Background: an optimization exercise with open tools, aiming at small area. Do not read the settings as production practice. Only simulation tests tie the RTL to the original design; equivalence was not proved. The clock input has no modelled driver; a real chip could not lean on it and would need a root buffer or a full tree. Power figures rest on the tool's default switching activity, not on a simulated workload.

==> inputs of run a <==
==> flow/design.v (excerpt) <==
module MESI_FSM #(
    parameter Cache_Block_Size = 8,
    parameter host_pid = 2'b00 )(
    input logic clk,
    input logic resetn,
    input logic Core_Op,                     
    output logic PrHlt,
    input logic [3:0] pr_addr,               
    output logic [Cache_Block_Size-1:0] Cache_output,
    input logic [Cache_Block_Size-1:0] Cache_input,
    input logic [(2+3+2+2+Cache_Block_Size)-1:0] bus_in,
    output logic [(2+3+2+2+Cache_Block_Size)-1:0] bus_out,
    input logic flag_in,
    output logic flag_out
    );
clock: 8.0 ns
lec_check: 0
cap_margin: 0
core_margin: 2
core_utilization: 60
gpl_timing_driven: 0
slew_margin: 0
synth_hierarchical: 1
synth_minimum_keep_size: 0
standard.sh (not shown) runs the stock make flow with config.mk's settings and CLKGATE_MAP_FILE= SYNTH_SCRIPT=/design/flow/synth_recipe.tcl, a recipe that flattens the netlist after the stock synthesis.
==> flow/flow/run.sh <==
#!/bin/bash
# The standard ORFS flow (standard.sh, unchanged synthesis) with:
# ABC's buffers removed and every combinational cell downsized after
# floorplan (flow/downsize.tcl), buf_1 port buffers, and a one-level clock
# tree of a few buffers in place of clock_tree_synthesis (flow/manual_cts.tcl).
set -euo pipefail
cd "$(dirname "$0")/.."
W=$(pwd)
bash standard.sh \
  REMOVE_ABC_BUFFERS=1 \
  POST_FLOORPLAN_TCL=$W/flow/downsize.tcl \
  PRE_CTS_TCL=$W/flow/manual_cts.tcl \
  BUFFER_PORTS_ARGS="-buffer_cell sky130_fd_sc_hd__buf_1" \
  finish > flow_standard.log 2>&1
==> flow/flow/manual_cts.tcl <==
proc mcts_split { pts k } {
  if { $k <= 1 || [llength $pts] <= 1 } { return [list $pts] }
  set xs {}; set ys {}
  foreach p $pts { lappend xs [lindex $p 1]; lappend ys [lindex $p 2] }
  set xs [lsort -integer $xs]; set ys [lsort -integer $ys]
  set dx [expr {[lindex $xs end] - [lindex $xs 0]}]
  set dy [expr {[lindex $ys end] - [lindex $ys 0]}]
  set idx [expr {$dx >= $dy ? 1 : 2}]
  set s [lsort -integer -index $idx $pts]
  set k1 [expr {$k / 2}]
  set n1 [expr {int(round(double([llength $s]) * $k1 / $k))}]
  return [concat [mcts_split [lrange $s 0 [expr {$n1 - 1}]] $k1] \
                 [mcts_split [lrange $s $n1 end] [expr {$k - $k1}]]]
}

proc mcts_centre { pts } {
  set sx 0; set sy 0
  foreach p $pts { incr sx [lindex $p 1]; incr sy [lindex $p 2] }
  set n [llength $pts]
  return [list [expr {$sx / $n}] [expr {$sy / $n}]]
}

# build K groups driven by cell leaf; returns the created instances and nets
proc mcts_build { block clk pts k leaf tag } {
  set db [ord::get_db]
  set made {}
  set g 0
  foreach grp [mcts_split $pts $k] {
    set net [odb::dbNet_create $block clknet_${tag}_$g]
    $net setSigType CLOCK
    set inst [odb::dbInst_create $block [$db findMaster $leaf] clkbuf_${tag}_$g]
    [$inst findITerm A] connect $clk
    [$inst findITerm X] connect $net
    foreach p $grp {
      set it [lindex $p 0]
      $it disconnect
      $it connect $net
    }
    set c [mcts_centre $grp]
    $inst setLocation [lindex $c 0] [lindex $c 1]
    $inst setPlacementStatus PLACED
    lappend made [list $inst $net $grp]
    incr g
  }
  return $made
}

proc mcts_undo { clk made } {
  foreach m $made {
    lassign $m inst net grp
    foreach p $grp {
      set it [lindex $p 0]
      $it disconnect
      $it connect $clk
    }
    odb::dbInst_destroy $inst
    odb::dbNet_destroy $net
  }
}

proc mcts_max_slew { } {
  set mx 0
  foreach p [get_pins -hierarchical */CLK] {
    foreach t {rise fall} {
      set s [get_property $p slew_max_$t]
      if { $s > $mx } { set mx $s }
    }
  }
  return $mx
}

proc clock_tree_synthesis { args } {
  set target 0.115
  if { [info exists ::env(MCTS_TARGET)] } { set target $::env(MCTS_TARGET) }
  set cands {
    {2 sky130_fd_sc_hd__buf_12}
    {3 sky130_fd_sc_hd__buf_8}
    {2 sky130_fd_sc_hd__clkbuf_16}
    {2 sky130_fd_sc_hd__buf_16}
    {4 sky130_fd_sc_hd__clkbuf_8}
    {3 sky130_fd_sc_hd__buf_12}
    {4 sky130_fd_sc_hd__buf_8}
    {3 sky130_fd_sc_hd__clkbuf_16}
    {4 sky130_fd_sc_hd__buf_12}
    {3 sky130_fd_sc_hd__buf_16}
    {4 sky130_fd_sc_hd__buf_16}
  }
  set db [ord::get_db]
  set block [[$db getChip] getBlock]
  set clk [$block findNet clk]
  set pts {}
  foreach it [$clk getITerms] {
    if { [$it isInputSignal] } {
      set loc [[$it getInst] getLocation]
      lappend pts [list $it [lindex $loc 0] [lindex $loc 1]]
    }
  }
  set_propagated_clock [all_clocks]
  set n 0
  foreach c $cands {
    lassign $c k leaf
    set made [mcts_build $block $clk $pts $k $leaf t$n]
    estimate_parasitics -placement
    set s [mcts_max_slew]
    puts "manual cts: $k x $leaf: estimated max clock-pin slew [format %.1f [expr {$s * 1000}]] ps"
    if { $s <= $target || $n == [llength $cands] - 1 } {
      puts "manual cts: kept $k x $leaf for [llength $pts] flip-flops"
      return
    }
    mcts_undo $clk $made
    incr n
  }
}
Other scripts of this flow, unchanged in this note and not shown: flow/flow/downsize.tcl
==> run b: changes against run a <==
--- a/flow/design.v
+++ b/flow/design.v
@@ -26,13 +26,13 @@
     wire [1:0] pidx  = pr_addr[1:0];
     wire [2:0] tid   = bus_in[14:12];
     wire [1:0] btag  = bus_in[11:10];
     wire [1:0] bidx  = bus_in[9:8];
     wire [7:0] bdata = bus_in[7:0];
-    wire [3:0] nps, nbs;
-    mesi_dec u_pdec (.a(pidx), .ns(nps));
-    mesi_dec u_bdec (.a(bidx), .ns(nbs));
+    wire [3:0] ps, bs, nps, nbs;
+    mesi_dec u_pdec (.a(pidx), .s(ps), .ns(nps));
+    mesi_dec u_bdec (.a(bidx), .s(bs), .ns(nbs));
     wire [1:0] sb, sp, tp;
     genvar gi, gj;
     generate for (gj = 0; gj < 2; gj++) begin : g_rd
         mesi_sel4 u_sb (.d0(st[0][gj]),   .d1(st[1][gj]),   .d2(st[2][gj]),   .d3(st[3][gj]),   .ns(nbs), .y(sb[gj]));
         mesi_sel4 u_sp (.d0(st[0][gj]),   .d1(st[1][gj]),   .d2(st[2][gj]),   .d3(st[3][gj]),   .ns(nps), .y(sp[gj]));
@@ -56,17 +56,17 @@
     c_nor2b  u_sba1 (.a(t01), .bn(sb[1]), .y(sba[1]));
     c_inv    u_nk0  (.a(tid[0]), .y(nk0));
     c_o31a   u_sbx  (.a1(tid[2]), .a2(tid[0]), .a3(sb[1]), .b1(sb[0]), .x(sbx));
     c_mux2   u_sba0 (.a0(sbx), .a1(nk0), .s(t01), .x(sba[0]));
     wire sm1, sm0, e1, e0, y1, y0, same, eqpb, nshr, shr;
-    c_o22ai  u_sm1  (.a1(nps[0]), .a2(nbs[0]), .b1(nps[1]), .b2(nbs[1]), .y(sm1));    
-    c_o22ai  u_sm0  (.a1(nps[2]), .a2(nbs[2]), .b1(nps[3]), .b2(nbs[3]), .y(sm0));    
+    c_xnor2  u_sm1  (.a(pidx[1]), .b(bidx[1]), .y(sm1));
+    c_xnor2  u_sm0  (.a(pidx[0]), .b(bidx[0]), .y(sm0));
     c_xnor2  u_e1   (.a(ptag[1]), .b(btag[1]), .y(e1));
     c_xnor2  u_e0   (.a(ptag[0]), .b(btag[0]), .y(e0));
     c_xnor2  u_y1   (.a(tp[1]), .b(ptag[1]), .y(y1));
     c_xnor2  u_y0   (.a(tp[0]), .b(ptag[0]), .y(y0));
-    c_or2    u_same (.a(sm1), .b(sm0), .x(same));
+    c_and2   u_same (.a(sm1), .b(sm0), .x(same));
     c_and2   u_eqpb (.a(e1), .b(e0), .x(eqpb));
     c_nand2  u_nshr (.a(same), .b(eqpb), .y(nshr));
     c_inv    u_shr  (.a(nshr), .y(shr));
     wire ASm, sbav, spv, v1p, vt, nhitP, hitP, nAt, ns1p1, upgr;
     c_and2   u_ASm  (.a(A), .b(same), .x(ASm));
@@ -84,17 +84,15 @@
     c_and2   u_fill (.a(missR), .b(cnt[1]), .x(fillR));
     c_inv    u_nfil (.a(fillR), .y(nfillR));
     c_a21o   u_pwr  (.a1(hitP), .a2(Core_Op), .b1(fillR), .x(pwrR));    
     c_or2    u_preq (.a(missR), .b(upgr), .x(preqR));                    
     c_nor2   u_nWR  (.a(pwrR), .b(B), .y(nWR));
-    wire npwrR, nB;
-    c_inv    u_npw  (.a(pwrR), .y(npwrR));
-    c_inv    u_nB   (.a(B), .y(nB));
     c_or2b   u_none (.a(Core_Op), .bn(fillR), .x(nones));               
-    wire Bs, nCD, cbx, cby, co_sbd, cbz, co_k, co_nff;
+    wire Bs, CD, nCD, cbx, cby, co_sbd, cbz, co_k, co_nff;
     c_and2   u_Bs   (.a(B), .b(same), .x(Bs));
-    c_or3    u_nCD  (.a(Core_Op), .b(nhitP), .c(Bs), .x(nCD));
+    c_nor3   u_CD   (.a(Core_Op), .b(nhitP), .c(Bs), .y(CD));
+    c_inv    u_nCD  (.a(CD), .y(nCD));
     c_nor2   u_cbx  (.a(eqpb), .b(cnt[1]), .y(cbx));
     c_or2    u_cby  (.a(shr), .b(cbx), .x(cby));
     c_and3b  u_csbd (.an(Core_Op), .b(B), .c(cby), .x(co_sbd));
     c_nor3   u_cbz  (.a(B), .b(hitP), .c(cnt[1]), .y(cbz));
     c_o21a   u_cok  (.a1(Core_Op), .a2(cbz), .b1(rn), .x(co_k));
@@ -132,12 +130,12 @@
     generate for (gj = 0; gj < 8; gj++) begin : g_xv
         c_mux2 u_xv (.a0(bdata[gj]), .a1(Cache_input[gj]), .s(Core_Op), .x(xval[gj]));
     end endgenerate
     wire [3:0] Lp, tkeep, Ab, Kp, load, keep, one, co_s, bo_s;
     generate for (gi = 0; gi < 4; gi++) begin : g_blk
-        mesi_blk u_blk (.rst(rst), .nps(nps[gi]), .nbs(nbs[gi]),
-                        .nWR(nWR), .nA(nA), .npwrR(npwrR), .nB(nB), .nones(nones), .nCD(nCD), .nBD(nBD),
+        mesi_blk u_blk (.rst(rst), .ps(ps[gi]), .bs(bs[gi]), .nps(nps[gi]), .nbs(nbs[gi]),
+                        .nWR(nWR), .nA(nA), .pwrR(pwrR), .B(B), .nones(nones), .nCD(nCD), .nBD(nBD),
                         .Lp(Lp[gi]), .tkeep(tkeep[gi]), .Ab(Ab[gi]), .Kp(Kp[gi]),
                         .load(load[gi]), .keep(keep[gi]), .one(one[gi]),
                         .co_s(co_s[gi]), .bo_s(bo_s[gi]));
     end endgenerate
     logic [7:0] dnext [0:3];
@@ -181,29 +179,33 @@
         PrHlt    <= h_next;
     end
     assign bus_out = {host_pid, bo_tid, bo_addr, bo_data};
 endmodule
 module mesi_blk (
-    input  logic rst, nps, nbs,
-    input  logic nWR, nA, npwrR, nB, nones, nCD, nBD,
+    input  logic rst, ps, bs, nps, nbs,
+    input  logic nWR, nA, pwrR, B, nones, nCD, nBD,
     output logic Lp, tkeep, Ab, Kp, load, keep, one, co_s, bo_s);
     wire bsA;
     c_nor2 u_Lp (.a(nps), .b(nWR), .y(Lp));           
     c_nor2 u_tk (.a(Lp), .b(rst), .y(tkeep));
     c_nor2 u_bA (.a(nbs), .b(nA), .y(bsA));           
     c_nor3 u_Ab (.a(nbs), .b(nA), .c(Lp), .y(Ab));
     c_nor3 u_Kp (.a(rst), .b(Lp), .c(bsA), .y(Kp));
-    c_o22ai u_ld (.a1(npwrR), .a2(nps), .b1(nB), .b2(nbs), .y(load));    
+    c_a22o u_ld (.a1(pwrR), .a2(ps), .b1(B), .b2(bs), .x(load));    
     c_nor2 u_kp (.a(load), .b(rst), .y(keep));
     c_nor2 u_on (.a(nones), .b(nps), .y(one));
     c_nor2 u_cs (.a(nCD), .b(nps), .y(co_s));
     c_nor2 u_bs (.a(nBD), .b(nbs), .y(bo_s));
 endmodule
-module mesi_dec (input logic [1:0] a, output logic [3:0] ns);
+module mesi_dec (input logic [1:0] a, output logic [3:0] s, output logic [3:0] ns);
     wire n1, n0;
     c_inv   u_n1 (.a(a[1]), .y(n1));
     c_inv   u_n0 (.a(a[0]), .y(n0));
+    c_nor2  u_s0 (.a(a[1]), .b(a[0]), .y(s[0]));
+    c_nor2  u_s1 (.a(a[1]), .b(n0),   .y(s[1]));
+    c_nor2  u_s2 (.a(n1),   .b(a[0]), .y(s[2]));
+    c_nor2  u_s3 (.a(n1),   .b(n0),   .y(s[3]));
     c_nand2 u_n0s (.a(n1),   .b(n0),   .y(ns[0]));
     c_nand2 u_n1s (.a(n1),   .b(a[0]), .y(ns[1]));
     c_nand2 u_n2s (.a(a[1]), .b(n0),   .y(ns[2]));
     c_nand2 u_n3s (.a(a[1]), .b(a[0]), .y(ns[3]));
 endmodule
@@ -245,12 +247,10 @@
 module c_nor3   (input logic a, b, c, output logic y);             assign y = ~(a | b | c);               endmodule
 module c_and2   (input logic a, b, output logic x);                assign x = a & b;                      endmodule
 module c_and3   (input logic a, b, c, output logic x);             assign x = a & b & c;                  endmodule
 module c_and4   (input logic a, b, c, d, output logic x);          assign x = a & b & c & d;              endmodule
 module c_or2    (input logic a, b, output logic x);                assign x = a | b;                      endmodule
-module c_or3    (input logic a, b, c, output logic x);             assign x = a | b | c;                  endmodule
-module c_o22ai  (input logic a1, a2, b1, b2, output logic y);      assign y = ~((a1 | a2) & (b1 | b2));   endmodule
 module c_xnor2  (input logic a, b, output logic y);                assign y = ~(a ^ b);                   endmodule
 module c_nor2b  (input logic a, bn, output logic y);               assign y = ~a & bn;                    endmodule
 module c_or2b   (input logic a, bn, output logic x);               assign x = a | ~bn;                    endmodule
 module c_or3b   (input logic a, b, cn, output logic x);            assign x = a | b | ~cn;                endmodule
 module c_nand3b (input logic an, b, c, output logic y);            assign y = an | ~b | ~c;               endmodule
==> flow/flow/run.sh (replaced) <==
#!/bin/bash
# The standard ORFS flow (standard.sh, unchanged synthesis) with:
# ABC's buffers removed and every combinational cell downsized after
# floorplan, buf_1 port buffers, and a clock tree of clkbuf_8 without
# dummy loads.
set -euo pipefail
cd "$(dirname "$0")/.."
W=$(pwd)
bash standard.sh \
  REMOVE_ABC_BUFFERS=1 \
  POST_FLOORPLAN_TCL=$W/flow/downsize.tcl \
  BUFFER_PORTS_ARGS="-buffer_cell sky130_fd_sc_hd__buf_1" \
  CTS_ARGS="-sink_clustering_enable -repair_clock_nets -dont_use_dummy_load -buf_list sky130_fd_sc_hd__clkbuf_8 -sink_clustering_size 20" \
  finish > flow_standard.log 2>&1
CORE_UTILIZATION = 40   (was 60)
removed: flow/flow/manual_cts.tcl
==> run c: changes against run a <==
--- a/flow/design.v
+++ b/flow/design.v
@@ -26,13 +26,13 @@
     wire [1:0] pidx  = pr_addr[1:0];
     wire [2:0] tid   = bus_in[14:12];
     wire [1:0] btag  = bus_in[11:10];
     wire [1:0] bidx  = bus_in[9:8];
     wire [7:0] bdata = bus_in[7:0];
-    wire [3:0] nps, nbs;
-    mesi_dec u_pdec (.a(pidx), .ns(nps));
-    mesi_dec u_bdec (.a(bidx), .ns(nbs));
+    wire [3:0] ps, bs, nps, nbs;
+    mesi_dec u_pdec (.a(pidx), .s(ps), .ns(nps));
+    mesi_dec u_bdec (.a(bidx), .s(bs), .ns(nbs));
     wire [1:0] sb, sp, tp;
     genvar gi, gj;
     generate for (gj = 0; gj < 2; gj++) begin : g_rd
         mesi_sel4 u_sb (.d0(st[0][gj]),   .d1(st[1][gj]),   .d2(st[2][gj]),   .d3(st[3][gj]),   .ns(nbs), .y(sb[gj]));
         mesi_sel4 u_sp (.d0(st[0][gj]),   .d1(st[1][gj]),   .d2(st[2][gj]),   .d3(st[3][gj]),   .ns(nps), .y(sp[gj]));
@@ -56,17 +56,17 @@
     c_nor2b  u_sba1 (.a(t01), .bn(sb[1]), .y(sba[1]));
     c_inv    u_nk0  (.a(tid[0]), .y(nk0));
     c_o31a   u_sbx  (.a1(tid[2]), .a2(tid[0]), .a3(sb[1]), .b1(sb[0]), .x(sbx));
     c_mux2   u_sba0 (.a0(sbx), .a1(nk0), .s(t01), .x(sba[0]));
     wire sm1, sm0, e1, e0, y1, y0, same, eqpb, nshr, shr;
-    c_o22ai  u_sm1  (.a1(nps[0]), .a2(nbs[0]), .b1(nps[1]), .b2(nbs[1]), .y(sm1));    
-    c_o22ai  u_sm0  (.a1(nps[2]), .a2(nbs[2]), .b1(nps[3]), .b2(nbs[3]), .y(sm0));    
+    c_xnor2  u_sm1  (.a(pidx[1]), .b(bidx[1]), .y(sm1));
+    c_xnor2  u_sm0  (.a(pidx[0]), .b(bidx[0]), .y(sm0));
     c_xnor2  u_e1   (.a(ptag[1]), .b(btag[1]), .y(e1));
     c_xnor2  u_e0   (.a(ptag[0]), .b(btag[0]), .y(e0));
     c_xnor2  u_y1   (.a(tp[1]), .b(ptag[1]), .y(y1));
     c_xnor2  u_y0   (.a(tp[0]), .b(ptag[0]), .y(y0));
-    c_or2    u_same (.a(sm1), .b(sm0), .x(same));
+    c_and2   u_same (.a(sm1), .b(sm0), .x(same));
     c_and2   u_eqpb (.a(e1), .b(e0), .x(eqpb));
     c_nand2  u_nshr (.a(same), .b(eqpb), .y(nshr));
     c_inv    u_shr  (.a(nshr), .y(shr));
     wire ASm, sbav, spv, v1p, vt, nhitP, hitP, nAt, ns1p1, upgr;
     c_and2   u_ASm  (.a(A), .b(same), .x(ASm));
@@ -84,17 +84,15 @@
     c_and2   u_fill (.a(missR), .b(cnt[1]), .x(fillR));
     c_inv    u_nfil (.a(fillR), .y(nfillR));
     c_a21o   u_pwr  (.a1(hitP), .a2(Core_Op), .b1(fillR), .x(pwrR));    
     c_or2    u_preq (.a(missR), .b(upgr), .x(preqR));                    
     c_nor2   u_nWR  (.a(pwrR), .b(B), .y(nWR));
-    wire npwrR, nB;
-    c_inv    u_npw  (.a(pwrR), .y(npwrR));
-    c_inv    u_nB   (.a(B), .y(nB));
     c_or2b   u_none (.a(Core_Op), .bn(fillR), .x(nones));               
-    wire Bs, nCD, cbx, cby, co_sbd, cbz, co_k, co_nff;
+    wire Bs, CD, nCD, cbx, cby, co_sbd, cbz, co_k, co_nff;
     c_and2   u_Bs   (.a(B), .b(same), .x(Bs));
-    c_or3    u_nCD  (.a(Core_Op), .b(nhitP), .c(Bs), .x(nCD));
+    c_nor3   u_CD   (.a(Core_Op), .b(nhitP), .c(Bs), .y(CD));
+    c_inv    u_nCD  (.a(CD), .y(nCD));
     c_nor2   u_cbx  (.a(eqpb), .b(cnt[1]), .y(cbx));
     c_or2    u_cby  (.a(shr), .b(cbx), .x(cby));
     c_and3b  u_csbd (.an(Core_Op), .b(B), .c(cby), .x(co_sbd));
     c_nor3   u_cbz  (.a(B), .b(hitP), .c(cnt[1]), .y(cbz));
     c_o21a   u_cok  (.a1(Core_Op), .a2(cbz), .b1(rn), .x(co_k));
@@ -132,12 +130,12 @@
     generate for (gj = 0; gj < 8; gj++) begin : g_xv
         c_mux2 u_xv (.a0(bdata[gj]), .a1(Cache_input[gj]), .s(Core_Op), .x(xval[gj]));
     end endgenerate
     wire [3:0] Lp, tkeep, Ab, Kp, load, keep, one, co_s, bo_s;
     generate for (gi = 0; gi < 4; gi++) begin : g_blk
-        mesi_blk u_blk (.rst(rst), .nps(nps[gi]), .nbs(nbs[gi]),
-                        .nWR(nWR), .nA(nA), .npwrR(npwrR), .nB(nB), .nones(nones), .nCD(nCD), .nBD(nBD),
+        mesi_blk u_blk (.rst(rst), .ps(ps[gi]), .bs(bs[gi]), .nps(nps[gi]), .nbs(nbs[gi]),
+                        .nWR(nWR), .nA(nA), .pwrR(pwrR), .B(B), .nones(nones), .nCD(nCD), .nBD(nBD),
                         .Lp(Lp[gi]), .tkeep(tkeep[gi]), .Ab(Ab[gi]), .Kp(Kp[gi]),
                         .load(load[gi]), .keep(keep[gi]), .one(one[gi]),
                         .co_s(co_s[gi]), .bo_s(bo_s[gi]));
     end endgenerate
     logic [7:0] dnext [0:3];
@@ -181,29 +179,33 @@
         PrHlt    <= h_next;
     end
     assign bus_out = {host_pid, bo_tid, bo_addr, bo_data};
 endmodule
 module mesi_blk (
-    input  logic rst, nps, nbs,
-    input  logic nWR, nA, npwrR, nB, nones, nCD, nBD,
+    input  logic rst, ps, bs, nps, nbs,
+    input  logic nWR, nA, pwrR, B, nones, nCD, nBD,
     output logic Lp, tkeep, Ab, Kp, load, keep, one, co_s, bo_s);
     wire bsA;
     c_nor2 u_Lp (.a(nps), .b(nWR), .y(Lp));           
     c_nor2 u_tk (.a(Lp), .b(rst), .y(tkeep));
     c_nor2 u_bA (.a(nbs), .b(nA), .y(bsA));           
     c_nor3 u_Ab (.a(nbs), .b(nA), .c(Lp), .y(Ab));
     c_nor3 u_Kp (.a(rst), .b(Lp), .c(bsA), .y(Kp));
-    c_o22ai u_ld (.a1(npwrR), .a2(nps), .b1(nB), .b2(nbs), .y(load));    
+    c_a22o u_ld (.a1(pwrR), .a2(ps), .b1(B), .b2(bs), .x(load));    
     c_nor2 u_kp (.a(load), .b(rst), .y(keep));
     c_nor2 u_on (.a(nones), .b(nps), .y(one));
     c_nor2 u_cs (.a(nCD), .b(nps), .y(co_s));
     c_nor2 u_bs (.a(nBD), .b(nbs), .y(bo_s));
 endmodule
-module mesi_dec (input logic [1:0] a, output logic [3:0] ns);
+module mesi_dec (input logic [1:0] a, output logic [3:0] s, output logic [3:0] ns);
     wire n1, n0;
     c_inv   u_n1 (.a(a[1]), .y(n1));
     c_inv   u_n0 (.a(a[0]), .y(n0));
+    c_nor2  u_s0 (.a(a[1]), .b(a[0]), .y(s[0]));
+    c_nor2  u_s1 (.a(a[1]), .b(n0),   .y(s[1]));
+    c_nor2  u_s2 (.a(n1),   .b(a[0]), .y(s[2]));
+    c_nor2  u_s3 (.a(n1),   .b(n0),   .y(s[3]));
     c_nand2 u_n0s (.a(n1),   .b(n0),   .y(ns[0]));
     c_nand2 u_n1s (.a(n1),   .b(a[0]), .y(ns[1]));
     c_nand2 u_n2s (.a(a[1]), .b(n0),   .y(ns[2]));
     c_nand2 u_n3s (.a(a[1]), .b(a[0]), .y(ns[3]));
 endmodule
@@ -245,12 +247,10 @@
 module c_nor3   (input logic a, b, c, output logic y);             assign y = ~(a | b | c);               endmodule
 module c_and2   (input logic a, b, output logic x);                assign x = a & b;                      endmodule
 module c_and3   (input logic a, b, c, output logic x);             assign x = a & b & c;                  endmodule
 module c_and4   (input logic a, b, c, d, output logic x);          assign x = a & b & c & d;              endmodule
 module c_or2    (input logic a, b, output logic x);                assign x = a | b;                      endmodule
-module c_or3    (input logic a, b, c, output logic x);             assign x = a | b | c;                  endmodule
-module c_o22ai  (input logic a1, a2, b1, b2, output logic y);      assign y = ~((a1 | a2) & (b1 | b2));   endmodule
 module c_xnor2  (input logic a, b, output logic y);                assign y = ~(a ^ b);                   endmodule
 module c_nor2b  (input logic a, bn, output logic y);               assign y = ~a & bn;                    endmodule
 module c_or2b   (input logic a, bn, output logic x);               assign x = a | ~bn;                    endmodule
 module c_or3b   (input logic a, b, cn, output logic x);            assign x = a | b | ~cn;                endmodule
 module c_nand3b (input logic an, b, c, output logic y);            assign y = an | ~b | ~c;               endmodule
==> comparison <==
Hold slack, lowest first: run b, run a, run c.
The highest total power belongs to run b, the lowest to run a.
Core utilization, lowest first: run b, run a, run c.
Fmax, lowest first: run a, run b, run c.
Run c finished clean. Run b finished clean. Run a produced a clean layout.
In run a and run c the design's own scripts or RTL, not TritonCTS, make the clock network.

afterwards: timing with drivers on the ports:
The flow's constraints put no driver on any port. The routed layouts listed below were extracted and timed again, unchanged, in two steps. Step 1 (the two cells are an assumption about what drives the block):
set clk [get_ports {clk}]
set_driving_cell -lib_cell sky130_fd_sc_hd__clkbuf_16 $clk
set_driving_cell -lib_cell sky130_fd_sc_hd__buf_2 [delete_from_list [all_inputs] $clk]
Step 2 times the ports against the registers' clock, not the clock port: input delays grow and output delays shrink by t, the midpoint of the rising clock arrivals with the driver on. Three values: ideal ports, drivers, drivers and shift; two values: the first two.
run	shift t [ns]	slack for setup (ns)	clock arrival spread, ns	worst register clock-pin slew, ns	worst slew at a driven data input, ns
run a	0.196	2.025 / 2.071 / 1.875	0.013 / 0.014	0.10 / 0.10	0.03
run b	0.372	2.065 / 2.070 / 1.698	0.016 / 0.016	0.08 / 0.08	0.04
run c	0.202	2.066 / 2.112 / 1.910	0.007 / 0.007	0.10 / 0.10	0.04
After both steps every run listed still meets setup and hold. The setup slack of run b, which loses most, moves by +0.005 ns with the drivers and by -0.367 ns with both steps.
